This is an optimization exercise on Yosys and OpenROAD, whose aim is small area, not a production implementation. At most, simulation tests tie the RTL to the original design; equivalence was not proved. No functional check of the RTL was part of runs 6 and 7. No activity file was given, so power comes from the tool's default toggle rates.

### flow/flow/run.sh
#!/bin/bash
# Own layout flow: the standard ORFS flow (standard.sh), with two changes:
#  - synthesis maps logic with an area-only ABC script (flow/abc_area.script);
#    everything else in synthesis, including flip-flop mapping, is the standard one;
#  - every input and output port still gets a buffer, but a buf_1 one.
# Each step's full output goes to a log file in the work folder.
set -euo pipefail
W="$(pwd)"
S="SYNTH_SCRIPT=$W/flow/synth_area.tcl"
bash standard.sh "$S" synth > "$W/log_synth.txt" 2>&1
bash standard.sh "$S" "BUFFER_PORTS_ARGS=-buffer_cell sky130_fd_sc_hd__buf_1" "CTS_ARGS=-sink_clustering_enable -repair_clock_nets -dont_use_dummy_load" finish > "$W/log_layout.txt" 2>&1
### flow/flow/abc_area.script
strash
dch -f
amap
strash
dc2
dch -f
amap
topo
### flow/flow/synth_area.tcl
# Standard synthesis (synth_recipe.tcl), except that the final ABC mapping uses
# an area-only script without a delay target.
set ::own_flow_dir [file dirname [file normalize [info script]]]
proc abc {args} {
  set i [lsearch -exact $args -script]
  if {$i >= 0} {
    set args [lreplace $args [expr {$i + 1}] [expr {$i + 1}] [file join $::own_flow_dir abc_area.script]]
  }
  set j [lsearch -exact $args -D]
  if {$j >= 0} { set args [lreplace $args $j [expr {$j + 1}]] }
  yosys abc {*}$args
}
source [file join [file dirname $::own_flow_dir] synth_recipe.tcl]
### flow/standard.sh
#!/bin/bash
# synth_recipe.tcl (not shown) runs the flow's synth.tcl, then flattens the netlist and writes it again
# the make line also repeats each setting of config.mk as NAME=value (left out here)
make -C /OpenROAD-flow-scripts/flow DESIGN_CONFIG=/design/flow/config.mk WORK_HOME=/design/flow/orfs CLKGATE_MAP_FILE= SYNTH_SCRIPT=/design/flow/synth_recipe.tcl "${@:-finish}"
### flow/config.mk
export PLATFORM = sky130hd
export DESIGN_NAME = ALU_DESIGN
export DESIGN_NICKNAME = ALU_DESIGN
export VERILOG_FILES = /design/flow/design.v
export SDC_FILE = /design/flow/constraint.sdc
export NUM_CORES = 4
export LEC_CHECK = 0
export ABC_AREA = 1
export CAP_MARGIN = 0
export CORE_MARGIN = 2
export CORE_UTILIZATION = 40
export GPL_TIMING_DRIVEN = 0
export SLEW_MARGIN = 0
export SYNTH_HIERARCHICAL = 1
export SYNTH_MINIMUM_KEEP_SIZE = 0
### flow/constraint.sdc
create_clock -name core_clock -period 6.0 [get_ports {CLK}]
set_input_delay 1.2000 -clock core_clock [delete_from_list [all_inputs] [get_ports {CLK}]]
set_output_delay 1.2000 -clock core_clock [all_outputs]
set_load 0.01 [all_outputs]
### flow/design.v
module ALU_DESIGN #(parameter DW = 8, CW = 4)(INP_VALID,OPA,OPB,CIN,CLK,RST,CMD,CE,MODE,COUT,OFLOW,RES,G,E,L,ERR);
  input [DW-1:0] OPA,OPB;
  input CLK,RST,CE,MODE,CIN;
  input [CW-1:0] CMD;
  input [1:0] INP_VALID;
  output reg [DW:0] RES;
  output reg COUT;
  output reg OFLOW;
  output reg G;
  output reg E;
  output reg L;
  output reg ERR;
  reg [7:0] A, B;
  reg [3:0] C;
  reg       VA, VB;
  reg [4:0] W;
  reg [8:0] P;
  always @(posedge CLK) begin
    if (INP_VALID[0]) A <= OPA;
    if (INP_VALID[1]) B <= OPB;
    if (|INP_VALID)   C <= CMD;
    if (RST) begin
      VA <= 1'b0;
      VB <= 1'b0;
      W  <= 5'd0;
    end else begin
      if (INP_VALID[0]) VA <= 1'b1;
      if (INP_VALID[1]) VB <= 1'b1;
      if (|INP_VALID) W <= 5'd0;
      else if ((VA ^ VB) && !W[4]) W <= W + 5'd1;
    end
  end
  wire both = VA & VB;
  wire tmo  = !RST && W[4] && ((INP_VALID == 2'b01 && VB) || (INP_VALID == 2'b10 && VA));
  wire [15:0] k = 16'd1 << C;
  wire am = MODE;
  wire lm = !MODE;
  wire selB = k[6] | k[7] | k[10] | k[11];
  wire yB   = k[0] | k[1] | k[2] | k[3] | k[8];
  wire yI   = k[1] | k[3] | k[5] | k[7] | k[8];
  wire cin  = k[0] ? 1'b0 : k[1] ? 1'b1 : k[2] ? CIN : k[3] ? ~CIN :
              (k[4] | k[6] | k[9]);
  wire [7:0] X = selB ? B : A;
  wire [7:0] Y = ({8{yB}} & B) ^ {8{yI}};
  wire [8:0] cc;
  wire [7:0] sum;
  assign cc[0] = cin;
  genvar i;
  generate for (i = 0; i < 8; i = i + 1) begin : add
    fa_m f(.a(X[i]), .b(Y[i]), .c(cc[i]), .s(sum[i]), .co(cc[i+1]));
  end endgenerate
  wire cy = cc[8];
  wire allff = &sum;
  wire lt = ~cy & ~(allff & ~cin);
  wire s9 = C[0];
  wire [7:0] U = s9 ? A + 8'd1 : {A[6:0], 1'b0};
  wire [7:0] V = B + {7'd0, s9};
  wire [8:0] prod;
  wire mp0_0 = U[0] & V[0];
  wire mp0_1 = U[0] & V[1];
  wire mp0_2 = U[0] & V[2];
  wire mp0_3 = U[0] & V[3];
  wire mp0_4 = U[0] & V[4];
  wire mp0_5 = U[0] & V[5];
  wire mp0_6 = U[0] & V[6];
  wire mp0_7 = U[0] & V[7];
  wire mp1_0 = U[1] & V[0];
  wire mp1_1 = U[1] & V[1];
  wire mp1_2 = U[1] & V[2];
  wire mp1_3 = U[1] & V[3];
  wire mp1_4 = U[1] & V[4];
  wire mp1_5 = U[1] & V[5];
  wire mp1_6 = U[1] & V[6];
  wire mp1_7 = U[1] & V[7];
  wire mp2_0 = U[2] & V[0];
  wire mp2_1 = U[2] & V[1];
  wire mp2_2 = U[2] & V[2];
  wire mp2_3 = U[2] & V[3];
  wire mp2_4 = U[2] & V[4];
  wire mp2_5 = U[2] & V[5];
  wire mp2_6 = U[2] & V[6];
  wire mp3_0 = U[3] & V[0];
  wire mp3_1 = U[3] & V[1];
  wire mp3_2 = U[3] & V[2];
  wire mp3_3 = U[3] & V[3];
  wire mp3_4 = U[3] & V[4];
  wire mp3_5 = U[3] & V[5];
  wire mp4_0 = U[4] & V[0];
  wire mp4_1 = U[4] & V[1];
  wire mp4_2 = U[4] & V[2];
  wire mp4_3 = U[4] & V[3];
  wire mp4_4 = U[4] & V[4];
  wire mp5_0 = U[5] & V[0];
  wire mp5_1 = U[5] & V[1];
  wire mp5_2 = U[5] & V[2];
  wire mp5_3 = U[5] & V[3];
  wire mp6_0 = U[6] & V[0];
  wire mp6_1 = U[6] & V[1];
  wire mp6_2 = U[6] & V[2];
  wire mp7_0 = U[7] & V[0];
  wire mp7_1 = U[7] & V[1];
  wire ms0, mc0;
  ha_m u1(.a(mp0_1), .b(mp1_0), .s(ms0), .co(mc0));
  wire ms1, mc1;
  fa_m u2(.a(mp0_2), .b(mp1_1), .c(mp2_0), .s(ms1), .co(mc1));
  wire ms2, mc2;
  ha_m u3(.a(mc0), .b(ms1), .s(ms2), .co(mc2));
  wire ms3, mc3;
  fa_m u4(.a(mp0_3), .b(mp1_2), .c(mp2_1), .s(ms3), .co(mc3));
  wire ms4, mc4;
  fa_m u5(.a(mp3_0), .b(mc1), .c(ms3), .s(ms4), .co(mc4));
  wire ms5, mc5;
  ha_m u6(.a(mc2), .b(ms4), .s(ms5), .co(mc5));
  wire ms6, mc6;
  fa_m u7(.a(mp0_4), .b(mp1_3), .c(mp2_2), .s(ms6), .co(mc6));
  wire ms7, mc7;
  fa_m u8(.a(mp3_1), .b(mp4_0), .c(mc3), .s(ms7), .co(mc7));
  wire ms8, mc8;
  fa_m u9(.a(ms6), .b(mc4), .c(ms7), .s(ms8), .co(mc8));
  wire ms9, mc9;
  ha_m u10(.a(mc5), .b(ms8), .s(ms9), .co(mc9));
  wire ms10, mc10;
  fa_m u11(.a(mp0_5), .b(mp1_4), .c(mp2_3), .s(ms10), .co(mc10));
  wire ms11, mc11;
  fa_m u12(.a(mp3_2), .b(mp4_1), .c(mp5_0), .s(ms11), .co(mc11));
  wire ms12, mc12;
  fa_m u13(.a(mc6), .b(ms10), .c(ms11), .s(ms12), .co(mc12));
  wire ms13, mc13;
  fa_m u14(.a(mc7), .b(ms12), .c(mc8), .s(ms13), .co(mc13));
  wire ms14, mc14;
  ha_m u15(.a(mc9), .b(ms13), .s(ms14), .co(mc14));
  wire ms15, mc15;
  fa_m u16(.a(mp0_6), .b(mp1_5), .c(mp2_4), .s(ms15), .co(mc15));
  wire ms16, mc16;
  fa_m u17(.a(mp3_3), .b(mp4_2), .c(mp5_1), .s(ms16), .co(mc16));
  wire ms17, mc17;
  fa_m u18(.a(mp6_0), .b(mc10), .c(mc11), .s(ms17), .co(mc17));
  wire ms18, mc18;
  fa_m u19(.a(ms15), .b(ms16), .c(mc12), .s(ms18), .co(mc18));
  wire ms19, mc19;
  fa_m u20(.a(ms17), .b(ms18), .c(mc13), .s(ms19), .co(mc19));
  wire ms20, mc20;
  ha_m u21(.a(mc14), .b(ms19), .s(ms20), .co(mc20));
  wire ms21, mc21;
  fa_m u22(.a(mp0_7), .b(mp1_6), .c(mp2_5), .s(ms21), .co(mc21));
  wire ms22, mc22;
  fa_m u23(.a(mp3_4), .b(mp4_3), .c(mp5_2), .s(ms22), .co(mc22));
  wire ms23, mc23;
  fa_m u24(.a(mp6_1), .b(mp7_0), .c(mc15), .s(ms23), .co(mc23));
  wire ms24, mc24;
  fa_m u25(.a(mc16), .b(ms21), .c(ms22), .s(ms24), .co(mc24));
  wire ms25, mc25;
  fa_m u26(.a(mc17), .b(ms23), .c(ms24), .s(ms25), .co(mc25));
  wire ms26, mc26;
  fa_m u27(.a(mc18), .b(ms25), .c(mc19), .s(ms26), .co(mc26));
  wire ms27, mc27;
  ha_m u28(.a(mc20), .b(ms26), .s(ms27), .co(mc27));
  wire mx28 = mp1_7 ^ mp2_6;
  wire mx29 = mp3_5 ^ mp4_4;
  wire mx30 = mp5_3 ^ mp6_2;
  wire mx31 = mp7_1 ^ mx28;
  wire mx32 = mx29 ^ mx30;
  wire mx33 = mc21 ^ mc22;
  wire mx34 = mx31 ^ mx32;
  wire mx35 = mx33 ^ mx34;
  wire mx36 = mc23 ^ mc24;
  wire mx37 = mx35 ^ mx36;
  wire mx38 = mc25 ^ mx37;
  wire mx39 = mx38 ^ mc26;
  wire mx40 = mx39 ^ mc27;
  assign prod = {mx40, ms27, ms20, ms14, ms9, ms5, ms2, ms0, mp0_0};
  wire [2:0] amt = (lm & (k[8] | k[10])) ? 3'd7 :
                   (lm & (k[9] | k[11])) ? 3'd1 :
                   k[13] ? (3'd0 - B[2:0]) : B[2:0];
  wire [7:0] r1 = amt[0] ? {X[6:0], X[7]} : X;
  wire [7:0] r2 = amt[1] ? {r1[5:0], r1[7:6]} : r1;
  wire [7:0] r3 = amt[2] ? {r2[3:0], r2[7:4]} : r2;
  wire shr = lm & (k[8] | k[10]);
  wire shl = lm & (k[9] | k[11]);
  wire [7:0] rmask = {~shr, 6'b111111, ~shl};
  wire useR = lm & (C[3] & ~(C[2] & C[1]));
  wire [7:0] rv = r3 & rmask & {8{useR}};
  wire [3:0] lut = {4{lm}} & {k[0] | k[2] | k[5],
                               k[1] | k[2] | k[4] | k[7],
                               k[1] | k[2] | k[4] | k[6],
                               k[1] | k[3] | k[5] | k[6] | k[7]};
  wire [7:0] lv;
  generate for (i = 0; i < 8; i = i + 1) begin : g
    assign lv[i] = lut[{A[i], B[i]}];
  end endgenerate
  wire useS = am & (k[0] | k[1] | k[2] | k[3] | k[4] | k[5] | k[6] | k[7]);
  wire useP = am & (k[9] | k[10]);
  wire [8:0] res_n = ({9{useS}} & {cy ^ yI, sum}) | ({9{useP}} & P) | {1'b0, lv | rv};
  wire step = CE & (RST | both);
  wire mul  = am & (k[9] | k[10]);
  always @(posedge CLK) begin
    if (step) begin
      RES   <= RST ? 9'd0 : res_n;
      COUT  <= !RST & am & (k[0] | k[2]) & cy;
      OFLOW <= !RST & am & (k[1] | k[3]) & lt;
      G     <= !RST & am & k[8] & cy;
      E     <= !RST & am & k[8] & allff;
      L     <= !RST & am & k[8] & lt;
      ERR   <= !RST & lm & k[12] & (|B[7:4]);
      if (RST) P <= 9'd0;
      else if (mul) P <= prod;
    end
    if (tmo) ERR <= 1'b1;
  end
endmodule
module fa_m(input a, input b, input c, output s, output co);
  assign s = a ^ b ^ c;
  assign co = (a & b) | (a & c) | (b & c);
endmodule
module ha_m(input a, input b, output s, output co);
  assign s = a ^ b;
  assign co = a & b;
endmodule
==> run notes, run 1 <==
Total Routing Usage GR: 0.210
Drt first pass iters: 5
CTS root buffer: clkbuf_8
Vias/cell: 5.66
Ys Warns: 7
Fmax: 172 MHz
GPL Wtd Cong: 0.969
CTS Hold Bufs: 0
CTS Buffer Depth: 2
Vias in the first global route: 3,375
WP data arrival: 5.87 ns
Pre-CTS setup slack: -0.633 ns
Worst-skew pair later-pin latency: 0.31 ns
Pwr Density: 283 mW/mm^2
Initial Util: 0.407
Synthesized cell area: 0.00394 sq mm
Distinct cell type count after synthesis: 30
Cell family with most CP delay: adder cells
Clk pwr share: 0.143
Pint: 763 uW
CP max stage cell: fa_1
Port bufs: 41
Count of max-cap constraint violations: 0
Layout cells sized above 1: 0.0486
Die Wd: 103 um
Count of state elements after synthesis: 51
Switch share: 0.395
Post-synth top flop: edfxtp_1
Non-Filler Instances: 627
Final hold vios: 0
Slew margin rel.: 0.212
Worst EP required: 6.05 ns
Setup_tns: 0 ns
Crit path cell chain: buf_4, nor2_2, clkinv_1, o211ai_1, o22ai_2, fa_1, fa_1, fa_1, fa_1, fa_1, fa_1, fa_1, fa_1, nand4_1, or2_0, o211ai_1, nor2_1
Crit path max fanout: 6
Seq/Total Area, Yosys: 0.368
CTS Sinks: 51
H-tree depth: 2
Final worst slack: 0.177 ns
Leak pwr: 0.00160 uW
Syn-to-layout area delta: 13.0%
Post-synth EDFFs: 43
Total grt overflow: 0
Largest net degree at the start of global routing: 25
Crit path capture type: flop
Syn Nets: 505
Synthesized instance count: 436
Top cell by count, worst path: fa_1
Die area: 0.0107 sq mm
Post-DP HPWL: 8.19 mm
Placed Instance Area: 0.00426 sq mm
Final Cell Area: 0.00445 sq mm
Mean Syn Cell Area: 9.04 sq um
Post-layout min period: 5.82 ns
Final Util: 0.460
I/O pin total: 42
Drt total wl: 10.5 mm
Num rows: 36
DP Cell Count: 610
VDD IR max: 160 uV
Fin nets: 565
Worst Max-Slew Pin Slew: 1.18 ns
DRT iter0 DRCs: 190
Fillers: 975
First-pass GRT wire length: 16.9 mm
Avg WL per Cell: 16.8 um
NetSw: 498 uW
DRT antenna net count: 0
Crit-path max cell delay: 0.53 ns
Post-synthesis async set-or-reset flop share: 0
Worst Setup Path Type: flop to flop
Status: no timing/DRC/antenna violations
CP startpoint kind: flop
Final setup viols: 0
Core area: 0.00968 sq mm
# DRC: 0
Gate power share: 0.495
Final Max Slew Viols: 0
TritonCTS clock tree: yes
Clock Skews: 0.0227 ns
Antenna fix cells: 0
Share of power burned in registers: 0.361
Clk pin slew, worst setup/hold paths: 0.10 ns
Initial antenna violation count: 0
CTS Buf Count: 5
Final period util: 0.970
Worst hold path type: flop to flop
Vert. Die Dim: 103 um
Buf/Inv on CP: 2
Via count: 3,546
metal layers:
layer	GRT usage	wire, um
met5	0	0
met4	0.0698	287
met3	0.0450	608
met2	0.334	4770
met1	0.286	4840
area by class of cell:
cell class / count / area (sq um) / share of cell area
Clock buffer: 5 / 68.8 / 0.0155
Inverter: 42 / 159 / 0.0357
Multi-Input combinational cell: 343 / 2360 / 0.531
Sequential cell: 51 / 1450 / 0.326
Tap cell: 133 / 166 / 0.0374
Timing Repair Buffer: 53 / 241 / 0.0542
flip-flops by register name, indices dropped and copies added (netlist names), 4 cells and up:
register,count
P,9
C,4
B,8
A,8
RES,9
W,5
Yosys stat by module, one instance, submodules excluded:
module      flops+latches  cell area, sq um  cells  copies in the design
ha_m                    0              12.5      1                     7
fa_m                    0              20.0      1                    29
ALU_DESIGN             51              3270    400                     1
power groups by stage:
stage	clock network, uW	logic [uW]	registers [uW]
global route	200	710	460
finish	181	625	456
floorplan	0	442	458
detailed placement	0	602	466
global placement	0	598	465
CTS	186	614	456
layout by cell type, fill, tap and decap left out, types with 4 or more instances in the layout:
cell and instances:
a22oi_1 8, nor3_1 11, a211oi_1 4, clkbuf_8 5, nand2_1 27, nor2_1 109
o21a_1 4, a21oi_1 31, ha_1 13, buf_1 41, fa_1 29, nor4_1 4
edfxtp_1 43, buf_4 11, dfxtp_1 8, o221a_1 13, o21ai_0 9, o221ai_1 8
a31oi_1 6, o22ai_1 29, nand3_1 6, nor2b_1 9, clkinv_1 40
logic make-up (layout without fill, tap and decap cells):
kind of cell / count (synthesis) / in the layout / synth area share
AO/OA/AOI/OAI: 126 / 126 / 0.218
XOR/XNOR: 1 / 1 / 0.00222
adder cells (fa/ha/maj): 42 / 42 / 0.189
buffers and inverters: 42 / 100 / 0.0400
flip-flops: 51 / 51 / 0.368
AND/OR/NAND/NOR: 174 / 174 / 0.183
metrics by stage:
stage          hold WS, ns  total power [uW]
2_1_floorplan        0.422               900
3_3_place_gp         0.437              1060
3_5_place_dp         0.448              1070
4_1_cts              0.464              1260
5_1_grt              0.498              1370
6_report             0.460              1260
repair_timing:
action	4_1_cts	5_1_grt
gates resized for setup	4	6
buffers inserted	2	9
setup endpoints to repair	8	5
pin swaps	0	1
synthesized netlist by cell type, types with 2 or more instances:
master | n | area share
nor3_1 | 11 | 0.014
o221ai_1 | 8 | 0.018
nand4_1 | 2 | 0.0032
nor4_1 | 4 | 0.0063
a41oi_1 | 2 | 0.0044
o21a_1 | 4 | 0.0076
a31oi_1 | 6 | 0.0095
nor2b_1 | 9 | 0.014
o31ai_1 | 3 | 0.0057
a211oi_1 | 4 | 0.0076
a22o_1 | 2 | 0.0044
clkinv_1 | 42 | 0.040
and3_1 | 2 | 0.0032
edfxtp_1 | 43 | 0.33
o22ai_1 | 30 | 0.048
fa_1 | 29 | 0.15
nor2_1 | 111 | 0.11
a22oi_1 | 8 | 0.015
nand3_1 | 6 | 0.0076
o221a_1 | 13 | 0.037
a21oi_1 | 31 | 0.039
nand2_1 | 27 | 0.026
o21ai_0 | 12 | 0.015
dfxtp_1 | 8 | 0.041
o211ai_1 | 2 | 0.0038
ha_1 | 13 | 0.041
final timing paths:
| check | from | endpoint | slack (ns) | cells past startpoint |
|---|---|---|---|---|
| max | C[2]$_DFFE_PP_ | L$_DFFE_PP_ | 0.18 | 17 |
| min | W[3]$_SDFFE_PP0P_ | W[3]$_SDFFE_PP0P_ | 0.46 | 1 |
| max reg2reg | C[2]$_DFFE_PP_ | L$_DFFE_PP_ | 0.18 | 17 |
| min reg2reg | W[3]$_SDFFE_PP0P_ | W[3]$_SDFFE_PP0P_ | 0.46 | 1 |
==> run 2: changes to the inputs <==
--- a/flow/flow/run.sh
+++ b/flow/flow/run.sh
@@ -10,2 +10,2 @@
 bash standard.sh "$S" synth > "$W/log_synth.txt" 2>&1
-bash standard.sh "$S" "BUFFER_PORTS_ARGS=-buffer_cell sky130_fd_sc_hd__buf_1" "CTS_ARGS=-sink_clustering_enable -repair_clock_nets -dont_use_dummy_load" finish > "$W/log_layout.txt" 2>&1
+bash standard.sh "$S" "BUFFER_PORTS_ARGS=-buffer_cell sky130_fd_sc_hd__buf_1" finish > "$W/log_layout.txt" 2>&1
--- a/flow/config.mk
+++ b/flow/config.mk
@@ -8,7 +8,6 @@
 export ABC_AREA = 1
-export CAP_MARGIN = 0
+export CAP_MARGIN = 20
 export CORE_MARGIN = 2
 export CORE_UTILIZATION = 40
-export GPL_TIMING_DRIVEN = 0
-export SLEW_MARGIN = 0
+export SLEW_MARGIN = 20
 export SYNTH_HIERARCHICAL = 1
==> run 2 against run 1 <==
Net effect: via count is 0.37% lower; routed wire length increased by 1.1%; cell area is 0.56% higher; non-clock buffer count is 3 higher; fmax is 3.2% higher; sequential power about the same; largest power group unchanged; largest cell class unchanged; first-iteration DRC count increased by 62%; combinational power is 2% higher; highest routed layer unchanged; cell count increased by 0.96%; register-to-register slack gained 0.18 ns.
==> run notes, run 2 <==
Status: no timing/DRC/antenna violations
H-tree depth: 2
DRT antenna net count: 0
Worst Setup Path Type: flop to flop
Post-DP HPWL: 8.39 mm
Clock Skews: 0.0105 ns
Fmax: 177 MHz
DRT iter0 DRCs: 308
Most frequent cells in the layout: 111 x nor2_1, 43 x edfxtp_1, 42 x clkinv_1
Global routing usage on met3: 0.0222
Commonest non-fill, non-tap cell in the layout: nor2_1
CTS root buffer: clkbuf_8
Leak pwr: 0.00162 uW
Post-synth top flop: edfxtp_1
Drt total wl: 10.6 mm
Ys Warns: 7
Total grt overflow: 0
# DRC: 0
CTS Buf Count: 5
Vias in the first global route: 3,360
Worst Max-Slew Pin Slew: 0.808 ns
# resized after CTS: 0
Avg WL per Cell: 16.8 um
Clk pin slew, worst setup/hold paths: 0.11 ns
Leading area contributor after synthesis: edfxtp_1
Synthesized cell area: 0.00394 sq mm
Syn Nets: 505
Slew margin rel.: 0.456
Initial Util: 0.407
Worst r2r src: C[0]$_DFFE_PP_
WP data arrival: 5.73 ns
Vert. Die Dim: 103 um
Vias/cell: 5.58
Total Routing Usage GR: 0.216
Worst-skew pair later-pin latency: 0.32 ns
Post-CTS setup buffer count: 0
Syn-to-layout area delta: 13.6%
Setup_tns: 0 ns
CTS Buffer Depth: 2
Crit-path max cell delay: 0.52 ns
Post-layout min period: 5.64 ns
GPL Wtd Cong: 0.983
Final period util: 0.941
Final setup viols: 0
Commonest cells post-synth: 111 x nor2_1, 43 x edfxtp_1, 42 x clkinv_1, 31 x a21oi_1, 30 x o22ai_1
Crit path capture type: flop
Fin nets: 568
Synthesized instance count: 436
Met1 usage: 0.310
HP Start: W[3]$_SDFFE_PP0P_
Count of max-cap constraint violations: 0
Drt first pass iters: 5
CP Launch Point: C[0]$_DFFE_PP_
RSZ-0062 raised after global routing: no
Seq/Total Area, Yosys: 0.368
Busiest grt layer: met2
Post-synth EDFFs: 43
Initial antenna violation count: 0
Via count: 3,533
Final Max Slew Viols: 0
Largest cells by area after synthesis: edfxtp_1 33%, fa_1 15%, nor2_1 11%
Non-Filler Instances: 633
Antenna fix cells: 0
Distinct cell type count after synthesis: 30
Port bufs: 41
CP max stage cell: fa_1
Num rows: 36
Core area: 0.00968 sq mm
Buf/Inv on CP: 0
Worst EP required: 6.09 ns
Crit path cell chain: nor2_1, nand3_1, o21ai_1, a21oi_1, fa_1, fa_1, fa_1, fa_1, fa_1, fa_1, fa_1, fa_1, nand4_1, or2_0, o211ai_1, nor2_1
Layout cells sized above 1: 0.0460
Die area: 0.0107 sq mm
Final Util: 0.462
Pwr Density: 294 mW/mm^2
Post-synthesis async set-or-reset flop share: 0
Crit path max fanout: 9
Final hold vios: 0
CTS Hold Bufs: 0
Cell family with most CP delay: adder cells
Top cell by count, worst path: fa_1
DP Cell Count: 625
VDD IR max: 138 uV
Most frequent cell after synthesis: nor2_1
Worst hold path type: flop to flop
Met2 usage: 0.351
Mean Syn Cell Area: 9.04 sq um
TritonCTS clock tree: yes
Largest net degree at the start of global routing: 25
I/O pin total: 42
CTS Sinks: 51
Top flop regs: P (9), RES (9)
Die Wd: 103 um
CP startpoint kind: flop
Count of state elements after synthesis: 51
First-pass GRT wire length: 17.5 mm
Synth top area share: 0.328
==> run 2: cell counts after synthesis <==
No cell type changed its count.
==> run 2: metrics by stage <==
stage               hold WS [ns]  setup WS (ns)  instance area [sq um]  total power [uW]
floorplan                  0.422          0.286                   3940               900
global placement           0.435          0.358                   4370              1100
detailed placement         0.456          0.286                   4370              1090
CTS                        0.473          0.386                   4480              1320
global route               0.508         0.0520                   4480              1430
finish                     0.461          0.355                   4480              1320
==> run 2: worst paths after layout <==
check	slack (ns)	endpoint	depth (start not counted)
min	0.46	W[3]$_SDFFE_PP0P_	1
max reg2reg	0.36	L$_DFFE_PP_	16
min reg2reg	0.46	W[3]$_SDFFE_PP0P_	1
max	0.36	L$_DFFE_PP_	16
==> run 2: final cells by class <==
class | instances | area (sq um)
Multi-Input combinational cell | 343 | 2330
Clock inverter | 3 | 33.8
Clock buffer | 5 | 68.8
Sequential cell | 51 | 1450
Inverter | 42 | 158
Timing Repair Buffer | 56 | 267
Fill cell | 979 | 5210
Tap cell | 133 | 166
==> run 2: cells by family (layout without fill, tap and decap cells) <==
kind of cell             after synthesis  count (layout)  share of synthesized area
buffers and inverters                 42             106                     0.0400
flip-flops                            51              51                      0.368
XOR/XNOR                               1               1                    0.00222
AND/OR/NAND/NOR                      174             174                      0.183
adder cells (fa/ha/maj)               42              42                      0.189
AO/OA/AOI/OAI                        126             126                      0.218
==> run 2: worst register-to-register path, cell delays in order, from the launching register on <==
cell and delay, ns:
edfxtp_1 0.51, nor2_1 0.22, nand3_1 0.17, o21ai_1 0.34, a21oi_1 0.18, fa_1 0.44, fa_1 0.40, fa_1 0.40
fa_1 0.39, fa_1 0.40, fa_1 0.41, fa_1 0.40, fa_1 0.52, nand4_1 0.10, or2_0 0.26, o211ai_1 0.21
nor2_1 0.07
==> run 2: Yosys stat by module, one instance, submodules excluded <==
module	cells	times used	cell area [sq um]	flip-flops and latches
ALU_DESIGN	400	1	3270	51
fa_m	1	29	20.0	0
ha_m	1	7	12.5	0
==> run 2: report_power, final <==
group | total [uW] | internal, uW | switching, uW | leakage (uW)
sequential | 456 | 431 | 25.3 | 0.000488
combinational | 636 | 263 | 374 | 0.00108
clock | 225 | 88.9 | 136 | 0.0000519
==> run 2: per-layer routing <==
layer | vias to the layer above | wire length, um
met4 | 0 | 174
met2 | 150 | 4990
met5 | - | 0
met1 | 1634 | 4790
li1 | 1734 | -
met3 | 15 | 667
==> run 3: changes to the inputs <==
--- a/flow/design.v
+++ b/flow/design.v
@@ -6,7 +6,7 @@
   output reg [DW:0] RES;
-  output reg COUT;
-  output reg OFLOW;
-  output reg G;
-  output reg E;
-  output reg L;
+  output COUT;
+  output OFLOW;
+  output G;
+  output E;
+  output L;
   output reg ERR;
@@ -17,2 +17,8 @@
   reg [8:0] P;
+  reg [2:0] F;
+  assign COUT  = F[0] & ~F[2];
+  assign OFLOW = F[1] & ~F[2];
+  assign G     = F[0] & F[2];
+  assign L     = F[1] & F[2];
+  assign E     = F[2] & ~F[0] & ~F[1];
   always @(posedge CLK) begin
@@ -198,7 +204,5 @@
       RES   <= RST ? 9'd0 : res_n;
-      COUT  <= !RST & am & (k[0] | k[2]) & cy;
-      OFLOW <= !RST & am & (k[1] | k[3]) & lt;
-      G     <= !RST & am & k[8] & cy;
-      E     <= !RST & am & k[8] & allff;
-      L     <= !RST & am & k[8] & lt;
+      F[0]  <= !RST & am & (k[0] | k[2] | k[8]) & cy;
+      F[1]  <= !RST & am & (k[1] | k[3] | k[8]) & lt;
+      F[2]  <= !RST & am & k[8];
       ERR   <= !RST & lm & k[12] & (|B[7:4]);
==> flow/flow/run.sh (replaced) <==
#!/bin/bash
# Own layout flow: the standard ORFS flow (standard.sh), with three changes:
#  - synthesis maps logic with an area-only ABC script (flow/abc_area.script);
#    everything else in synthesis, including flip-flop mapping, is the standard one;
#  - every input and output port still gets a buffer, but a buf_1 one;
#  - clock tree synthesis adds no dummy loads.
# Each step's full output goes to a log file in the work folder.
set -euo pipefail
W="$(pwd)"
S="SYNTH_SCRIPT=$W/flow/synth_area.tcl"
bash standard.sh "$S" synth > "$W/log_synth.txt" 2>&1
bash standard.sh "$S" "BUFFER_PORTS_ARGS=-buffer_cell sky130_fd_sc_hd__buf_1" "CTS_ARGS=-sink_clustering_enable -repair_clock_nets -dont_use_dummy_load -buf_list sky130_fd_sc_hd__clkbuf_16 -sink_clustering_size 60 -sink_clustering_max_diameter 500" finish > "$W/log_layout.txt" 2>&1
==> flow/flow/abc_area.script (replaced) <==
strash
&get -n
&deepsyn -T 30
&put
dch -f
amap
topo
--- a/flow/config.mk
+++ b/flow/config.mk
@@ -8,6 +8,10 @@
 export ABC_AREA = 1
-export CAP_MARGIN = 20
+export CAP_MARGIN = 0
 export CORE_MARGIN = 2
 export CORE_UTILIZATION = 40
-export SLEW_MARGIN = 20
+export CTS_BUF_LIST = sky130_fd_sc_hd__clkbuf_16
+export CTS_CLUSTER_DIAMETER = 500
+export CTS_CLUSTER_SIZE = 60
+export GPL_TIMING_DRIVEN = 0
+export SLEW_MARGIN = 0
 export SYNTH_HIERARCHICAL = 1
==> run 3 against run 2 <==
Net effect: first-iteration DRC count fell by 9.4%; cell count decreased by 2.5%; non-clock buffer count fell by 7; synthesized area is 1.7% lower; hold slack better by 0.00085 ns; synthesized cell count is 0.46% lower; register-to-register slack worse by 0.13 ns; setup slack lost 0.13 ns; sequential cell count is 2 lower; clock power increased by 17%; sequential share of layout area down 1.1 points.
==> run notes, run 3 <==
Layout cells sized above 1: 0.0533
Ys Warns: 7
Commonest non-fill, non-tap cell in the layout: nor2_1
VDD IR max: 146 uV
Vias in the first global route: 3,240
Mux cell area share after synthesis: 0
Distinct cell type count after synthesis: 34
Largest net degree at the start of global routing: 26
CTS root buffer: clkbuf_16
Total grt overflow: 0
Final hold vios: 0
Slew margin rel.: 0.170
Worst EP required: 5.99 ns
Buf/Inv on CP: 4
DP Cell Count: 604
Port bufs: 41
First-pass GRT wire length: 16.5 mm
WP data arrival: 5.77 ns
Post-synthesis async set-or-reset flop share: 0
Drt total wl: 10.2 mm
Main combinational cell family by area after synthesis: compound AO/OA/AOI/OAI gates
WHS: 0.462 ns
Final worst slack: 0.221 ns
Final setup viols: 0
Design Power: 1280 uW
Crit path max fanout: 9
Antenna fix cells: 0
Length in cells of the worst reg-to-reg path: 18
Fmax: 173 MHz
Avg WL per Cell: 16.6 um
R2r endpoint: RES[7]$_SDFFCE_PP0P_
Num rows: 35
Post-synth EDFFs: 41
Worst Setup Path Type: flop to flop
Status: no timing/DRC/antenna violations
Mean Syn Cell Area: 8.93 sq um
Seq/Total Area, Yosys: 0.359
CTS Buf Count: 5
Initial antenna violation count: 0
FF-to-FF setup slack: 0.22 ns
Simple logic cell fraction of the synthesized area: 0.190
Final Max Slew Viols: 0
Top flop regs: P (9), RES (9)
Synth top area share: 0.318
Pwr Density: 288 mW/mm^2
Die area: 0.0105 sq mm
Commonest cells post-synth: 106 x nor2_1, 51 x clkinv_1, 41 x edfxtp_1, 32 x o22ai_1, 29 x fa_1
Synthesized cell area: 0.00387 sq mm
Die Wd: 102 um
Synthesized instance count: 434
Syn-to-layout area delta: 14.5%
Crit path capture type: flop
Leading area contributor after synthesis: edfxtp_1
Core area: 0.00933 sq mm
DRT iter0 DRCs: 279
Pre-CTS setup slack: -0.438 ns
Vert. Die Dim: 102 um
Top cell by count, worst path: fa_1
Stages on worst setup path: 18
CTS Hold Bufs: 0
Most frequent cell after synthesis: nor2_1
Worst Max-Slew Pin Slew: 1.25 ns
Worst r2r src: C[2]$_DFFE_PP_
Clk pin slew, worst setup/hold paths: 0.07 ns
CTS Buffer Depth: 2
H-tree depth: 2
Non-Filler Instances: 617
Most frequent cells in the layout: 104 x nor2_1, 48 x clkinv_1, 41 x edfxtp_1, 41 x buf_1, 29 x fa_1
Count of state elements after synthesis: 49
Setup crit end: RES[7]$_SDFFCE_PP0P_
CP startpoint kind: flop
CP Launch Point: C[2]$_DFFE_PP_
# DRC: 0
Final period util: 0.963
Post-DP HPWL: 7.94 mm
DRT antenna net count: 0
Via count: 3,491
Worst hold path type: flop to flop
Count of max-cap constraint violations: 0
Clock Skews: 0.0200 ns
Worst-skew pair later-pin latency: 0.29 ns
Fillers: 904
Synth Area in XOR/XNOR: 0.00226
Leak pwr: 0.00156 uW
Crit-path max cell delay: 0.45 ns
GPL Wtd Cong: 0.976
Post-synthesis adder-cell area fraction: 0.192
Total Routing Usage GR: 0.205
Post-synth top flop: edfxtp_1
Cell family with most CP delay: adder cells
Initial Util: 0.415
CP max stage cell: edfxtp_1
Fin nets: 559
Drt first pass iters: 5
Syn Nets: 503
Synth Area in Compound Gates: 0.207
Post-layout min period: 5.78 ns
I/O pin total: 42
CTS Sinks: 49
TritonCTS clock tree: yes
Vias/cell: 5.66
Largest cells by area after synthesis: edfxtp_1 32%, fa_1 15%, nor2_1 10%
Crit path cell chain: clkinvlp_4, a22oi_1, nor2_4, buf_4, o22ai_2, clkinv_1, fa_1, fa_1, fa_1, fa_1, fa_1, fa_1, fa_1, fa_1, clkinv_1, o21ai_0, nor4_1, nor2_1
## run 3: cell types whose count changed after synthesis, moves of 5 or more
cell	previous run	this run
clkinv_1	42	51
o21ai_0	12	18
o22a_1	0	5
or2_0	1	8
o221ai_1	8	2
nor2_1	111	106
nand2_1	27	17
## run 3: kinds of logic (layout without fill, tap and decap cells)
family / after synthesis / count (layout)
adder cells (fa/ha/maj): 42 / 42
AND/OR/NAND/NOR: 170 / 170
XOR/XNOR: 1 / 1
flip-flops: 49 / 49
buffers and inverters: 51 / 105
AO/OA/AOI/OAI: 121 / 121
## run 3: modules after synthesis (local to each module, per instance)
module,flops+latches,cells,area (sq um),times used
fa_m,0,1,20.0,29
ALU_DESIGN,49,398,3210,1
ha_m,0,1,12.5,7
## run 3: routing by layer
layer / track usage / vias to the layer above / part of all wire
li1: - / 1680 / -
met3: 0.0376 / 15 / 0.072
met5: 0 / - / 0
met1: 0.283 / 1648 / 0.45
met4: 0.0462 / 0 / 0.016
met2: 0.338 / 148 / 0.46
## run 3: through the flow
| step | instance area (sq um) | util | TNS, ns |
|---|---|---|---|
| floorplan | 3870 | - | 0 |
| global placement | 4190 | 0.449 | -1.56 |
| detailed placement | 4190 | 0.449 | -1.67 |
| CTS | 4340 | 0.465 | 0 |
| global route | 4440 | 0.476 | -0.0400 |
| finish | 4440 | 0.476 | 0 |
## run 3: area by class of cell
type	count	area, sq um	area share
inverters	51	200	0.0451
multi-input cells	334	2340	0.528
well taps	129	161	0.0364
clock buffers	5	125	0.0282
flip-flops and latches	49	1390	0.314
repair buffers	49	214	0.0482
## run 3: repair_timing
item | 4_1_cts | 5_1_grt
setup endpoints to repair | 6 | 5
setup buffers | 0 | 8
gates resized for setup | 7 | 10
pin swaps | 0 | 1
## run 3: worst register-to-register path: stages, from the launching register on
cell and delay, ns:
edfxtp_1 0.45, clkinvlp_4 0.24, a22oi_1 0.34, nor2_4 0.12, buf_4 0.15, o22ai_2 0.19, clkinv_1 0.13, fa_1 0.45
fa_1 0.43, fa_1 0.40, fa_1 0.40, fa_1 0.39, fa_1 0.38, fa_1 0.41, fa_1 0.45, clkinv_1 0.08
o21ai_0 0.09, nor4_1 0.31, nor2_1 0.07
## run 3: how the worst min path moves through the flow
stage	start	endpoint	slack, ns	depth (start not counted)
5_1_grt	W[3]$_SDFFE_PP0P_	W[3]$_SDFFE_PP0P_	0.48	2
3_3_place_gp	ERR$_SDFFE_PP1P_	ERR$_SDFFE_PP1P_	0.45	2
6_report	W[3]$_SDFFE_PP0P_	W[3]$_SDFFE_PP0P_	0.46	2
3_5_place_dp	W[3]$_SDFFE_PP0P_	W[3]$_SDFFE_PP0P_	0.45	2
4_1_cts	W[3]$_SDFFE_PP0P_	W[3]$_SDFFE_PP0P_	0.47	2
2_1_floorplan	W[3]$_SDFFE_PP0P_	W[3]$_SDFFE_PP0P_	0.44	2
## run 3: power by group
part / leakage [uW] / switching (uW) / internal (uW) / total, uW
Combinational: 0.00103 / 344 / 235 / 580
Sequential: 0.000468 / 23.1 / 410 / 433
Clock: 0.0000616 / 116 / 148 / 263
==> run 4: changes to the inputs <==
--- a/flow/flow/run.sh
+++ b/flow/flow/run.sh
@@ -11,2 +11,2 @@
 bash standard.sh "$S" synth > "$W/log_synth.txt" 2>&1
-bash standard.sh "$S" "BUFFER_PORTS_ARGS=-buffer_cell sky130_fd_sc_hd__buf_1" "CTS_ARGS=-sink_clustering_enable -repair_clock_nets -dont_use_dummy_load -buf_list sky130_fd_sc_hd__clkbuf_16 -sink_clustering_size 60 -sink_clustering_max_diameter 500" finish > "$W/log_layout.txt" 2>&1
+bash standard.sh "$S" "BUFFER_PORTS_ARGS=-buffer_cell sky130_fd_sc_hd__buf_1" "CTS_ARGS=-sink_clustering_enable -repair_clock_nets -dont_use_dummy_load -buf_list {sky130_fd_sc_hd__clkbuf_4 sky130_fd_sc_hd__clkbuf_8}" finish > "$W/log_layout.txt" 2>&1
--- a/flow/config.mk
+++ b/flow/config.mk
@@ -11,5 +11,2 @@
 export CORE_UTILIZATION = 40
-export CTS_BUF_LIST = sky130_fd_sc_hd__clkbuf_16
-export CTS_CLUSTER_DIAMETER = 500
-export CTS_CLUSTER_SIZE = 60
 export GPL_TIMING_DRIVEN = 0
==> run 4 against run 3 <==
Net effect: still clean; sequential share of layout area increased by 0.39 points; synthesized cell count unchanged; non-clock buffer count decreased by 1; power decreased by 6.5%; sequential cell count unchanged; setup slack got worse by 0.057 ns; combinational power about the same; cell count decreased by 0.16%; clock skew increased by 0.013 ns; utilization decreased by 0.59 points; cell area decreased by 1.2%; register-to-register slack got worse by 0.06 ns; critical path type unchanged.
==> run notes, run 4 <==
Status: no timing/DRC/antenna violations
Commonest cells post-synth: 106 x nor2_1, 51 x clkinv_1, 41 x edfxtp_1, 32 x o22ai_1, 29 x fa_1
DP Cell Count: 604
Vias in the first global route: 3,254
CTS Buf Count: 5
Total grt overflow: 0
Top cell by count, worst path: fa_1
Layout cells sized above 1: 0.0534
Fmax: 171 MHz
Fillers: 917
H-tree depth: 2
Stages on worst setup path: 18
Seq/Total Area, Yosys: 0.359
Metal2 WL: 4.70 mm
Vias/cell: 5.66
CTS Buffer Depth: 2
Final hold vios: 0
Synthesized instance count: 434
Final worst slack: 0.164 ns
Post-DP HPWL: 7.94 mm
GPL Wtd Cong: 0.976
Fin nets: 558
Drt first pass iters: 5
Post-synth EDFFs: 41
WP data arrival: 5.85 ns
DRT antenna net count: 0
Crit-path max cell delay: 0.49 ns
Largest net degree at the start of global routing: 26
Placed Instance Area: 0.00419 sq mm
Routed length on met1: 4.54 mm
Most frequent cell after synthesis: nor2_1
CP startpoint kind: flop
DRT iter0 DRCs: 234
Core area: 0.00933 sq mm
Num rows: 35
Die area: 0.0105 sq mm
# DRC: 0
Crit path max fanout: 9
Leak pwr: 0.00153 uW
Most frequent cells in the layout: 104 x nor2_1, 48 x clkinv_1, 41 x edfxtp_1, 41 x buf_1, 29 x fa_1
Count of max-cap constraint violations: 0
Worst Max-Slew Pin Slew: 1.25 ns
Pre-CTS setup slack: -0.438 ns
Mean Syn Cell Area: 8.93 sq um
Non-Filler Instances: 616
Total Routing Usage GR: 0.205
TritonCTS clock tree: yes
Buf/Inv on CP: 4
Top layer reached by signal wires: met4
Distinct cell type count after synthesis: 34
Initial Util: 0.415
Final period util: 0.973
Largest cells by area after synthesis: edfxtp_1 32%, fa_1 15%, nor2_1 10%
Crit path capture type: flop
Drt total wl: 10.2 mm
First-pass GRT wire length: 16.4 mm
Avg WL per Cell: 16.5 um
Syn Nets: 503
CTS Hold Bufs: 0
I/O pin total: 42
CTS root buffer: clkbuf_8
Syn-to-layout area delta: 13.1%
Count of state elements after synthesis: 49
Setup_tns: 0 ns
Commonest non-fill, non-tap cell in the layout: nor2_1
Worst Setup Path Type: flop to flop
Post-layout min period: 5.84 ns
Clock Skews: 0.0329 ns
Crit path cell chain: clkinvlp_4, a22oi_1, nor2_4, clkinvlp_4, o22ai_2, clkinv_1, fa_1, fa_1, fa_1, fa_1, fa_1, fa_1, fa_1, fa_1, clkinv_1, o21ai_0, nor4_1, nor2_1
Ys Warns: 7
Worst hold path type: flop to flop
Vert. Die Dim: 102 um
Leading area contributor after synthesis: edfxtp_1
Top flop regs: P (9), RES (9)
Cell family with most CP delay: adder cells
Post-synth top flop: edfxtp_1
Synth top area share: 0.318
Pwr Density: 272 mW/mm^2
Final setup viols: 0
Final Max Slew Viols: 0
Post-synthesis async set-or-reset flop share: 0
Worst Hold Depth: 2
Antenna fix cells: 0
Synthesized cell area: 0.00387 sq mm
Length in cells of the worst reg-to-reg path: 18
Slew margin rel.: 0.168
Port bufs: 41
Final Cell Area: 0.00438 sq mm
CP max stage cell: edfxtp_1
Worst-skew pair later-pin latency: 0.31 ns
VDD IR max: 99.7 uV
DR WL met3: 766 um
Die Wd: 102 um
Clk pin slew, worst setup/hold paths: 0.11 ns
Worst EP required: 6.02 ns
Via count: 3,489
CTS Sinks: 49
Initial antenna violation count: 0
-- run 4: cell counts after synthesis --
No cell type changed its count.
-- run 4: through the flow --
stage,power (uW),util,hold WS (ns)
after floorplan,853,-,0.437
after global placement,991,0.449,0.451
after detailed placement,994,0.449,0.453
after CTS,1180,0.459,0.472
after global routing,1300,0.470,0.486
final,1190,0.470,0.467
-- run 4: worst paths after layout --
check                                       endpoint              start  slack (ns)
worst max-delay path            RES[7]$_SDFFCE_PP0P_     C[2]$_DFFE_PP_        0.16
worst min-delay path               W[3]$_SDFFE_PP0P_  W[3]$_SDFFE_PP0P_        0.47
worst max register to register  RES[7]$_SDFFCE_PP0P_     C[2]$_DFFE_PP_        0.16
worst min register to register     W[3]$_SDFFE_PP0P_  W[3]$_SDFFE_PP0P_        0.47
-- run 4: cell type report --
cell class	instances	area [sq um]	area share
clock buffers	5	68.8	0.0157
inverters	51	200	0.0457
multi-input cells	334	2350	0.537
flip-flops and latches	49	1390	0.318
well taps	129	161	0.0368
repair buffers	48	206	0.0471
-- run 4: kinds of logic (layout without fill, tap and decap cells) --
group / Yosys count / count (layout) / synth area share
AO/OA/AOI/OAI: 121 / 121 / 0.207
adder cells (fa/ha/maj): 42 / 42 / 0.192
buffers and inverters: 51 / 104 / 0.0494
XOR/XNOR: 1 / 1 / 0.00226
flip-flops: 49 / 49 / 0.359
AND/OR/NAND/NOR: 170 / 170 / 0.190
-- run 4: Yosys stat by module (local to each module, per instance) --
module,area [sq um],copies in the design
ALU_DESIGN,3210,1
fa_m,20.0,29
ha_m,12.5,7
-- run 4: what timing repair did --
item                       4_1_cts  5_1_grt
setup buffers                    0        7
pin swaps                        0        1
resized for setup                7       12
hold endpoints to repair         0        0
setup endpoints to repair        6        5
-- run 4: worst min-delay path: cells and delay by family, from the launching register on --
family	cells	cell delay (ns)
compound gates	1	0.06
flops	1	0.33
buf+inv	1	0.05
-- run 4: power by group --
part           switching, uW  internal, uW
Clock                    106          75.6
Combinational            344           235
Sequential              23.2           409
Total                    473           720
-- run 4: metal layers --
layer  up-vias  GRT usage
li1       1680          -
met1      1633      0.282
met2       159      0.337
met3        17     0.0376
met4         0     0.0492
met5         -          0
==> run 5: changes to the inputs <==
--- a/flow/flow/run.sh
+++ b/flow/flow/run.sh
@@ -11,2 +11,2 @@
 bash standard.sh "$S" synth > "$W/log_synth.txt" 2>&1
-bash standard.sh "$S" "BUFFER_PORTS_ARGS=-buffer_cell sky130_fd_sc_hd__buf_1" "CTS_ARGS=-sink_clustering_enable -repair_clock_nets -dont_use_dummy_load -buf_list {sky130_fd_sc_hd__clkbuf_4 sky130_fd_sc_hd__clkbuf_8}" finish > "$W/log_layout.txt" 2>&1
+bash standard.sh "$S" "BUFFER_PORTS_ARGS=-buffer_cell sky130_fd_sc_hd__buf_1" "CTS_ARGS=-sink_clustering_enable -repair_clock_nets -dont_use_dummy_load" finish > "$W/log_layout.txt" 2>&1
==> run 5 against run 4 <==
Net effect: sequential power about the same; routed wire length stayed put; critical endpoint unchanged; critical path depth did not move; first-iteration DRC count unchanged; still clean; hold slack did not move; cell area unchanged; setup slack unchanged; sequential share of layout area did not move; clock skew unchanged.
==> run notes, run 5 <==
CTS Sinks: 49
Commonest cells post-synth: 106 x nor2_1, 51 x clkinv_1, 41 x edfxtp_1, 32 x o22ai_1, 29 x fa_1
Worst Setup Path Type: flop to flop
Total grt overflow: 0
Non-Filler Instances: 616
Fin nets: 558
Initial antenna violation count: 0
CP startpoint kind: flop
Top layer reached by signal wires: met4
Leading area contributor after synthesis: edfxtp_1
Most frequent cells in the layout: 104 x nor2_1, 48 x clkinv_1, 41 x edfxtp_1, 41 x buf_1, 29 x fa_1
Num rows: 35
Leak pwr: 0.00153 uW
H-tree depth: 2
Drt total wl: 10.2 mm
Worst-skew pair later-pin latency: 0.31 ns
Avg WL per Cell: 16.5 um
Crit path max fanout: 9
Post-synthesis async set-or-reset flop share: 0
Slew margin rel.: 0.168
CTS root buffer: clkbuf_8
Count of max-cap constraint violations: 0
Post-synth EDFFs: 41
Metal2 WL: 4.70 mm
Total Routing Usage GR: 0.205
Post-synth top flop: edfxtp_1
Die Wd: 102 um
Crit-path max cell delay: 0.49 ns
WHS: 0.467 ns
VDD IR max: 99.7 uV
Length in cells of the worst reg-to-reg path: 18
Crit path capture type: flop
Via count: 3,489
GPL Wtd Cong: 0.976
Worst r2r src: C[2]$_DFFE_PP_
Post-DP HPWL: 7.94 mm
Mean Syn Cell Area: 8.93 sq um
Buf/Inv on CP: 4
Top flop regs: P (9), RES (9)
DR WL met3: 766 um
Synthesized instance count: 434
WP data arrival: 5.85 ns
Most frequent cell after synthesis: nor2_1
Worst hold path type: flop to flop
Clock Skews: 0.0329 ns
CTS Buffer Depth: 2
Setup_tns: 0 ns
TritonCTS clock tree: yes
DRT iter0 DRCs: 234
Vert. Die Dim: 102 um
HP Start: W[3]$_SDFFE_PP0P_
First-pass GRT wire length: 16.4 mm
Vias/cell: 5.66
Cell family with most CP delay: adder cells
DRT antenna net count: 0
Worst Max-Slew Pin Slew: 1.25 ns
Crit path cell chain: clkinvlp_4, a22oi_1, nor2_4, clkinvlp_4, o22ai_2, clkinv_1, fa_1, fa_1, fa_1, fa_1, fa_1, fa_1, fa_1, fa_1, clkinv_1, o21ai_0, nor4_1, nor2_1
Final hold vios: 0
Count of state elements after synthesis: 49
Pwr Density: 272 mW/mm^2
Status: no timing/DRC/antenna violations
Vias in the first global route: 3,254
DP Cell Count: 604
Stages on worst setup path: 18
Pre-CTS setup slack: -0.438 ns
Final period util: 0.973
Largest net degree at the start of global routing: 26
Syn-to-layout area delta: 13.1%
Seq/Total Area, Yosys: 0.359
Final Cell Area: 0.00438 sq mm
Commonest non-fill, non-tap cell in the layout: nor2_1
Die area: 0.0105 sq mm
CTS Buf Count: 5
Distinct cell type count after synthesis: 34
Antenna fix cells: 0
Final Max Slew Viols: 0
Drt first pass iters: 5
CTS Hold Bufs: 0
Synthesized cell area: 0.00387 sq mm
I/O pin total: 42
Synth top area share: 0.318
Initial Util: 0.415
Placed Instance Area: 0.00419 sq mm
CP Launch Point: C[2]$_DFFE_PP_
Port bufs: 41
Worst EP required: 6.02 ns
Layout cells sized above 1: 0.0534
Routed length on met1: 4.54 mm
CP max stage cell: edfxtp_1
Largest cells by area after synthesis: edfxtp_1 32%, fa_1 15%, nor2_1 10%
Clk pin slew, worst setup/hold paths: 0.11 ns
Ys Warns: 7
Fmax: 171 MHz
Core area: 0.00933 sq mm
Worst Hold Depth: 2
Post-layout min period: 5.84 ns
Top cell by count, worst path: fa_1
Final worst slack: 0.164 ns
# DRC: 0
Final setup viols: 0
Syn Nets: 503
-- run 5: cell counts after synthesis --
No cell type changed its count.
-- run 5: final timing paths --
| check | end | slack, ns |
|---|---|---|
| setup / recovery | RES[7]$_SDFFCE_PP0P_ | 0.16 |
| hold / removal | W[3]$_SDFFE_PP0P_ | 0.47 |
| setup reg to reg | RES[7]$_SDFFCE_PP0P_ | 0.16 |
| hold reg to reg | W[3]$_SDFFE_PP0P_ | 0.47 |
-- run 5: per-module statistics from Yosys, one instance, submodules excluded --
| module | copies in the design | cell area [sq um] | flops+latches | cells inside |
|---|---|---|---|---|
| fa_m | 29 | 20.0 | 0 | 1 |
| ALU_DESIGN | 1 | 3210 | 49 | 398 |
| ha_m | 7 | 12.5 | 0 | 1 |
-- run 5: cell families (layout without fill, tap and decap cells) --
group                      Yosys count  count (layout)  synth area share
and+or+nand+nor                    170             170             0.190
AOI/OAI and AO/OA                  121             121             0.207
buffers and inverters               51             104            0.0494
DFF                                 49              49             0.359
adders and majority gates           42              42             0.192
xor gates and xnor gates             1               1           0.00226
-- run 5: what timing repair did --
item                       4_1_cts  5_1_grt
setup endpoints to repair        6        5
pin swaps                        0        1
setup buffers                    0        7
resized for setup                7       12
-- run 5: cell type report --
class	count	area, sq um
inverters	51	200
clock buffers	5	68.8
repair buffers	48	206
flip-flops and latches	49	1390
fillers	917	4950
multi-input cells	334	2350
well taps	129	161
-- run 5: where the power goes --
group	total [uW]	internal, uW	switching [uW]
sequential	432	409	23.2
combinational	579	235	344
clock	182	75.6	106
total	1190	720	473
-- run 5: worst min-delay path: stages (launching register included) --
cell,delay (ns)
dfxtp_1,0.33
clkinv_1,0.05
a211oi_1,0.06
-- run 5: through the flow --
step                      power [uW]   util
after floorplan                  853      -
final                           1190  0.470
after CTS                       1180  0.459
after detailed placement         994  0.449
after global routing            1300  0.470
after global placement           991  0.449
-- run 5: metal layers --
layer  global-route usage  up-vias
met1                0.282     1633
met3               0.0376       17
li1                     -     1680
met2                0.337      159
met5                    0        -
met4               0.0492        0
==> run 6: changes to the inputs <==
--- a/flow/design.v
+++ b/flow/design.v
@@ -201,9 +201,11 @@
   wire mul  = am & (k[9] | k[10]);
+  wire hold = ~step;
+  wire ld   = step & ~RST;
   always @(posedge CLK) begin
+    RES  <= ({9{hold}} & RES) | ({9{ld}} & res_n);
+    F[0] <= (hold & F[0]) | (ld & am & (k[0] | k[2] | k[8]) & cy);
+    F[1] <= (hold & F[1]) | (ld & am & (k[1] | k[3] | k[8]) & lt);
+    F[2] <= (hold & F[2]) | (ld & am & k[8]);
+    ERR  <= tmo | (hold & ERR) | (ld & lm & k[12] & (|B[7:4]));
     if (step) begin
-      RES   <= RST ? 9'd0 : res_n;
-      F[0]  <= !RST & am & (k[0] | k[2] | k[8]) & cy;
-      F[1]  <= !RST & am & (k[1] | k[3] | k[8]) & lt;
-      F[2]  <= !RST & am & k[8];
-      ERR   <= !RST & lm & k[12] & (|B[7:4]);
       if (RST) P <= 9'd0;
@@ -211,3 +213,2 @@
     end
-    if (tmo) ERR <= 1'b1;
   end
==> run 6 against run 5 <==
Net effect: still clean; setup slack worse by 0.0085 ns; fmax down 0.15%; cell area up 6.6%; combinational power up 14%; routed wire length up 7.5%; clock skew down 0.0046 ns; die area down 1.2%; sequential power down 4.9%; sequential share of layout area down 4.5 points; synthesized cell count down 2.5%; count of clock-buffer cells in the layout unchanged; critical path type unchanged.
==> run notes, run 6 <==
Status: no timing/DRC/antenna violations
Initial antenna violation count: 0
Count of state elements after synthesis: 49
DRT iter0 DRCs: 302
Crit path capture type: flop
Num rows: 35
Fillers: 888
H-tree depth: 2
Final Util: 0.505
Initial Util: 0.414
R2r endpoint: P[8]$_SDFFCE_PP0P_
I/O pin total: 42
CTS Sinks: 49
Fin nets: 563
DRT antenna net count: 0
WP data arrival: 5.88 ns
Seq/Total Area, Yosys: 0.332
Worst-skew pair later-pin latency: 0.31 ns
Share of power burned in registers: 0.329
CTS root buffer: clkbuf_8
NetSw: 502 uW
Synth Area in XOR/XNOR: 0
Drt total wl: 10.9 mm
CTS Hold Bufs: 0
Multi-input gate area: 0.00264 sq mm
Core area: 0.00924 sq mm
Synthesized instance count: 423
Worst Max-Slew Pin Slew: 1.28 ns
Post-synthesis async set-or-reset flop share: 0
# DRC: 0
Post-synth top flop: edfxtp_1
Largest cells by area after synthesis: edfxtp_1 23%, fa_1 15%, dfxtp_1 10%
Mean Syn Cell Area: 9.04 sq um
Layout cells sized above 1: 0.154
Length in cells of the worst reg-to-reg path: 27
Fmax: 171 MHz
Crit path max fanout: 9
Syn Nets: 492
Most frequent cell after synthesis: nor2_1
Post-DP HPWL: 8.19 mm
Port bufs: 41
Distinct cell type count after synthesis: 36
HP Start: RES[8]$_DFF_P_
Top flop regs: P (9), RES (9)
Most frequent cells in the layout: 96 x nor2_1, 41 x buf_1, 37 x clkinv_1
CTS Buffer Depth: 2
Antenna fix cells: 0
Post-layout min period: 5.84 ns
Gate power share: 0.529
Leak pwr: 0.00163 uW
Register area: 0.00127 sq mm
RSZ-0062 raised after global routing: yes
Avg WL per Cell: 17.6 um
Switch share: 0.401
Worst r2r src: A[0]$_DFFE_PP_
VDD IR max: 161 uV
Final Max Slew Viols: 0
Via count: 3,593
Crit-path max cell delay: 0.50 ns
DP Cell Count: 593
Vert. Die Dim: 102 um
Pint: 750 uW
Total grt overflow: 0
Simple logic cell fraction of the synthesized area: 0.173
Clk pwr share: 0.142
FF-to-FF setup slack: 0.16 ns
Pre-CTS setup slack: -0.845 ns
Hold EP: RES[8]$_DFF_P_
Main combinational cell family by area after synthesis: compound AO/OA/AOI/OAI gates
Largest net degree at the start of global routing: 19
Post-synth EDFFs: 29
Vias/cell: 5.79
First-pass GRT wire length: 17.0 mm
Vias in the first global route: 3,331
Slew margin rel.: 0.142
Mux cell area share after synthesis: 0
Clock Skews: 0.0282 ns
Final worst slack: 0.155 ns
Drt first pass iters: 5
Syn-to-layout area delta: 22.2%
Final setup viols: 0
Worst EP required: 6.04 ns
Count of max-cap constraint violations: 0
TritonCTS clock tree: yes
Commonest cells post-synth: 100 x nor2_1, 45 x clkinv_1, 29 x edfxtp_1, 29 x fa_1, 24 x o22ai_1
Commonest non-fill, non-tap cell in the layout: nor2_1
CP startpoint kind: flop
Final hold vios: 0
Synth top area share: 0.228
Non-Filler Instances: 621
CTS Buf Count: 5
Final period util: 0.974
Synth Area in Compound Gates: 0.256
Die Wd: 102 um
Worst Hold Depth: 2
Worst hold path type: flop to flop
Die area: 0.0104 sq mm
Worst Setup Path Type: flop to flop
Clk pin slew, worst setup/hold paths: 0.10 ns
Ys Warns: 7
Pwr Density: 268 mW/mm^2
Leading area contributor after synthesis: edfxtp_1
GPL Wtd Cong: 0.888
Total Routing Usage GR: 0.212
CP max stage cell: fa_1
Post-synthesis adder-cell area fraction: 0.194
Synthesized cell area: 0.00382 sq mm
==> run 6: changes by cell type after synthesis, sizes merged, moves of 5 or more <==
cell	before	now
o22ai	32	24
dfxtp	8	20
a31oi	6	1
o22a	5	15
or2	8	2
o211ai	0	5
nand2	17	10
a22o	0	6
nor2	106	100
a21oi	28	21
clkinv	51	45
edfxtp	41	29
==> run 6: what timing repair did <==
action                                  in CTS  in global routing
pin swaps                                    3                 11
setup buffers                               12                 11
resized for setup                           22                 49
endpoints found under the setup margin       4                  2
==> run 6: layout make-up <==
cell class / instances / area share
inverter: 45 / 0.0410
timing repair buffer: 64 / 0.0715
sequential: 49 / 0.272
clock buffer: 5 / 0.0147
tap: 129 / 0.0346
multi-input combinational: 329 / 0.566
==> run 6: critical path: cells and delay by family (launching register included) <==
kind / cells / cell delay, ns
compound gates: 10 / 1.40
simple gates: 9 / 0.94
buf+inv: 2 / 0.39
flops: 1 / 0.46
fa+ha+maj: 6 / 2.38
==> run 6: power groups by stage <==
stage | Combinational, uW | Sequential (uW) | Clock, uW
floorplan | 429 | 413 | 0
global route | 741 | 413 | 198
CTS | 594 | 410 | 184
finish | 662 | 411 | 177
global placement | 554 | 420 | 0
detailed placement | 566 | 421 | 0
==> run 6: per-layer routing <==
layer / up-vias / track usage / wire (um)
li1: 1718 / - / -
met2: 140 / 0.351 / 5180
met4: 0 / 0.0374 / 102
met5: - / 0 / 0
met1: 1718 / 0.299 / 5010
met3: 17 / 0.0331 / 646
==> run 6: worst max path at each step <==
| stage | start | to |
|---|---|---|
| final | A[0]$_DFFE_PP_ | P[8]$_SDFFCE_PP0P_ |
| after detailed placement | C[0]$_DFFE_PP_ | P[8]$_SDFFCE_PP0P_ |
| after CTS | A[0]$_DFFE_PP_ | P[8]$_SDFFCE_PP0P_ |
| after floorplan | C[0]$_DFFE_PP_ | P[8]$_SDFFCE_PP0P_ |
| after global placement | C[0]$_DFFE_PP_ | P[8]$_SDFFCE_PP0P_ |
| after global routing | A[0]$_DFFE_PP_ | P[8]$_SDFFCE_PP0P_ |
==> run 6: logic make-up (layout without fill, tap and decap cells) <==
group,after synthesis,in the layout
flops,49,49
compound gates,133,133
simple gates,154,154
fa+ha+maj,42,42
buf+inv,45,114
==> run 6: stage by stage <==
stage / total power (uW) / hold WS, ns / setup TNS [ns] / area (sq um)
floorplan: 842 / 0.438 / 0 / 3820
global placement: 975 / 0.439 / -0.836 / 4140
detailed placement: 987 / 0.446 / -1.03 / 4150
CTS: 1190 / 0.465 / 0 / 4390
global route: 1350 / 0.490 / -0.119 / 4670
finish: 1250 / 0.458 / 0 / 4670
==> run 6: Yosys stat by module (local to each module, per instance) <==
module	cells	flip-flops and latches	cell area (sq um)	copies in the design
ALU_DESIGN	387	49	3160	1
ha_m	1	0	12.5	7
fa_m	1	0	20.0	29
==> run 7: changes to the inputs <==
--- a/flow/design.v
+++ b/flow/design.v
@@ -182,8 +182,7 @@
   wire [7:0] r2 = amt[1] ? {r1[5:0], r1[7:6]} : r1;
-  wire [7:0] r3 = amt[2] ? {r2[3:0], r2[7:4]} : r2;
   wire shr = lm & (k[8] | k[10]);
   wire shl = lm & (k[9] | k[11]);
-  wire [7:0] rmask = {~shr, 6'b111111, ~shl};
   wire useR = lm & (C[3] & ~(C[2] & C[1]));
-  wire [7:0] rv = r3 & rmask & {8{useR}};
+  wire hi = useR & amt[2], lo = useR & ~amt[2];
+  wire [7:0] rv = (({8{hi}} & {r2[3:0], r2[7:4]}) | ({8{lo}} & r2)) & {~shr, 6'b111111, ~shl};
   wire [3:0] lut = {4{lm}} & {k[0] | k[2] | k[5],
==> run 7 against run 6 <==
Net effect: still clean on timing, DRC and antenna; register-to-register slack better by 0.16 ns; die area is 0.28% lower; sequential share of layout area is 2.3 points higher; synthesized area fell by 0.29%; via count down 0.42%; power down 2.2%; count of clock-buffer cells in the layout is the same; critical path depth shrank 8; clock skew fell by 0.0035 ns; routed wire length up 0.75%; setup slack improved by 0.16 ns; hold slack lost 0.0052 ns; critical path type unchanged.
==> run notes, run 7 <==
DRT iter0 DRCs: 392
CTS Buf Count: 5
CTS Sinks: 49
TritonCTS clock tree: yes
Post-DP HPWL: 8.59 mm
# DRC: 0
Total Routing Usage GR: 0.219
Port bufs: 41
Non-Filler Instances: 625
Leading area contributor after synthesis: edfxtp_1
Worst r2r src: C[2]$_DFFE_PP_
Vias/cell: 5.72
Post-synth top flop: edfxtp_1
DP Cell Count: 609
Synth top area share: 0.228
Worst hold path type: flop to flop
Syn-to-layout area delta: 12.9%
Leak pwr: 0.00156 uW
Setup_tns: 0 ns
Fin nets: 567
H-tree depth: 2
Worst Hold Depth: 2
Slew margin rel.: 0.205
Mean Syn Cell Area: 8.70 sq um
Count of max-cap constraint violations: 0
Crit path capture type: flop
Worst Setup Path Type: flop to flop
Fillers: 920
Final setup viols: 0
Post-synth EDFFs: 29
Seq/Total Area, Yosys: 0.333
Largest net degree at the start of global routing: 17
CTS root buffer: clkbuf_8
Die area: 0.0103 sq mm
Distinct cell type count after synthesis: 34
Final hold vios: 0
HP Start: RES[7]$_DFF_P_
Commonest non-fill, non-tap cell in the layout: nor2_1
GPL Wtd Cong: 0.948
Via count: 3,578
VDD IR max: 136 uV
Synthesized cell area: 0.00381 sq mm
Die Wd: 102 um
R2r endpoint: RES[7]$_DFF_P_
Crit path cell chain: clkinvlp_4, nor2_1, clkinv_1, nor2_2, nor2_2, inv_2, o22ai_1, fa_1, fa_1, fa_1, fa_1, fa_1, fa_1, fa_1, fa_1, a221oi_2, o21ai_0, nor4_1, o21ai_0
Count of state elements after synthesis: 49
Crit-path max cell delay: 0.50 ns
CP startpoint kind: flop
CTS Buffer Depth: 2
Avg WL per Cell: 17.6 um
Pwr Density: 284 mW/mm^2
Status: no timing/DRC/antenna violations
Antenna fix cells: 0
Top flop regs: P (9), RES (9)
Clock Skews: 0.0247 ns
Ys Warns: 7
Worst EP required: 6.18 ns
Layout cells sized above 1: 0.0464
Post-layout min period: 5.68 ns
CTS Hold Bufs: 0
Synthesized instance count: 438
First-pass GRT wire length: 17.5 mm
Worst-skew pair later-pin latency: 0.32 ns
Syn Nets: 507
Final Max Slew Viols: 0
FF-to-FF setup slack: 0.32 ns
Post-synthesis async set-or-reset flop share: 0
CP max stage cell: fa_1
Num rows: 35
Drt first pass iters: 6
Fmax: 176 MHz
run 7: worst max-delay path by stage:
| stage | from | endpoint | slack (ns) | cells past startpoint |
|---|---|---|---|---|
| floorplan | CIN | RES[7]$_DFF_P_ | 0.66 | 15 |
| CTS | C[0]$_DFFE_PP_ | RES[7]$_DFF_P_ | 0.06 | 16 |
| detailed placement | C[0]$_DFFE_PP_ | RES[7]$_DFF_P_ | -0.14 | 16 |
| finish | C[2]$_DFFE_PP_ | RES[7]$_DFF_P_ | 0.32 | 19 |
| global placement | C[0]$_DFFE_PP_ | RES[7]$_DFF_P_ | -0.14 | 16 |
| global route | C[2]$_DFFE_PP_ | RES[7]$_DFF_P_ | -0.04 | 19 |
run 7: what timing repair did:
item	4_1_cts	5_1_grt
cloned	0	0
gates resized for setup	1	5
buffers inserted	0	11
endpoints found under the hold margin	0	0
pin swaps	0	1
setup endpoints to repair	1	3
run 7: layout make-up:
cell class	count	area, sq um	share of cell area
multi-input combinational	347	2390	0.557
sequential	49	1270	0.295
timing repair buffer	53	244	0.0567
inverter	42	163	0.0378
tap	129	161	0.0375
clock buffer	5	68.8	0.0160
run 7: cell families (layout without fill, tap and decap cells):
family,after synthesis,in the layout,synth area share
simple gates,176,176,0.199
compound gates,128,128,0.229
flops,49,49,0.333
fa+ha+maj,42,42,0.195
buf+inv,42,100,0.0414
xor+xnor,1,1,0.00230
run 7: per-stage QoR:
step | util | instance area, sq um | hold WS (ns) | worst slack, ns
2_1_floorplan | - | 3810 | 0.439 | 0.665
3_3_place_gp | 0.447 | 4130 | 0.433 | -0.136
3_5_place_dp | 0.448 | 4140 | 0.444 | -0.137
4_1_cts | 0.455 | 4210 | 0.462 | 0.0614
5_1_grt | 0.466 | 4300 | 0.487 | -0.0406
6_report | 0.466 | 4300 | 0.453 | 0.317
run 7: power breakdown:
part	switching (uW)	leakage, uW	internal (uW)	total (uW)
registers	27.9	0.000448	402	430
logic	359	0.00108	250	610
clock network	108	0.0000359	75.6	184
total	495	0.00156	728	1220
run 7: modules after synthesis (local to each module, per instance):
module      flops+latches  times used  cell area [sq um]
ALU_DESIGN             49           1               3140
fa_m                    0          29               20.0
ha_m                    0           7               12.5
run 7: critical path, delay by kind of cell, from the launching register on:
kind,cells,cell delay [ns]
buffers and inverters,3,0.42
AND/OR/NAND/NOR,4,0.69
flip-flops,1,0.43
AO/OA/AOI/OAI,4,0.66
adder cells (fa/ha/maj),8,3.36
run 7: metal layers:
metal  wire length, um  vias to the layer above  GRT usage
li1                  -                     1723          -
met3               913                       26     0.0462
met4               330                        0     0.0748
met1              4880                     1643      0.306
met5                 0                        -          0
met2              4900                      186      0.339

Check on run 7: ideal ports give 0.317 ns setup slack; a clkbuf_16 on the clock port and buf_2 on the inputs give 0.317 ns; moving port delays by the midpoint clock arrival (0.335 ns) as well gives 0.093 ns.
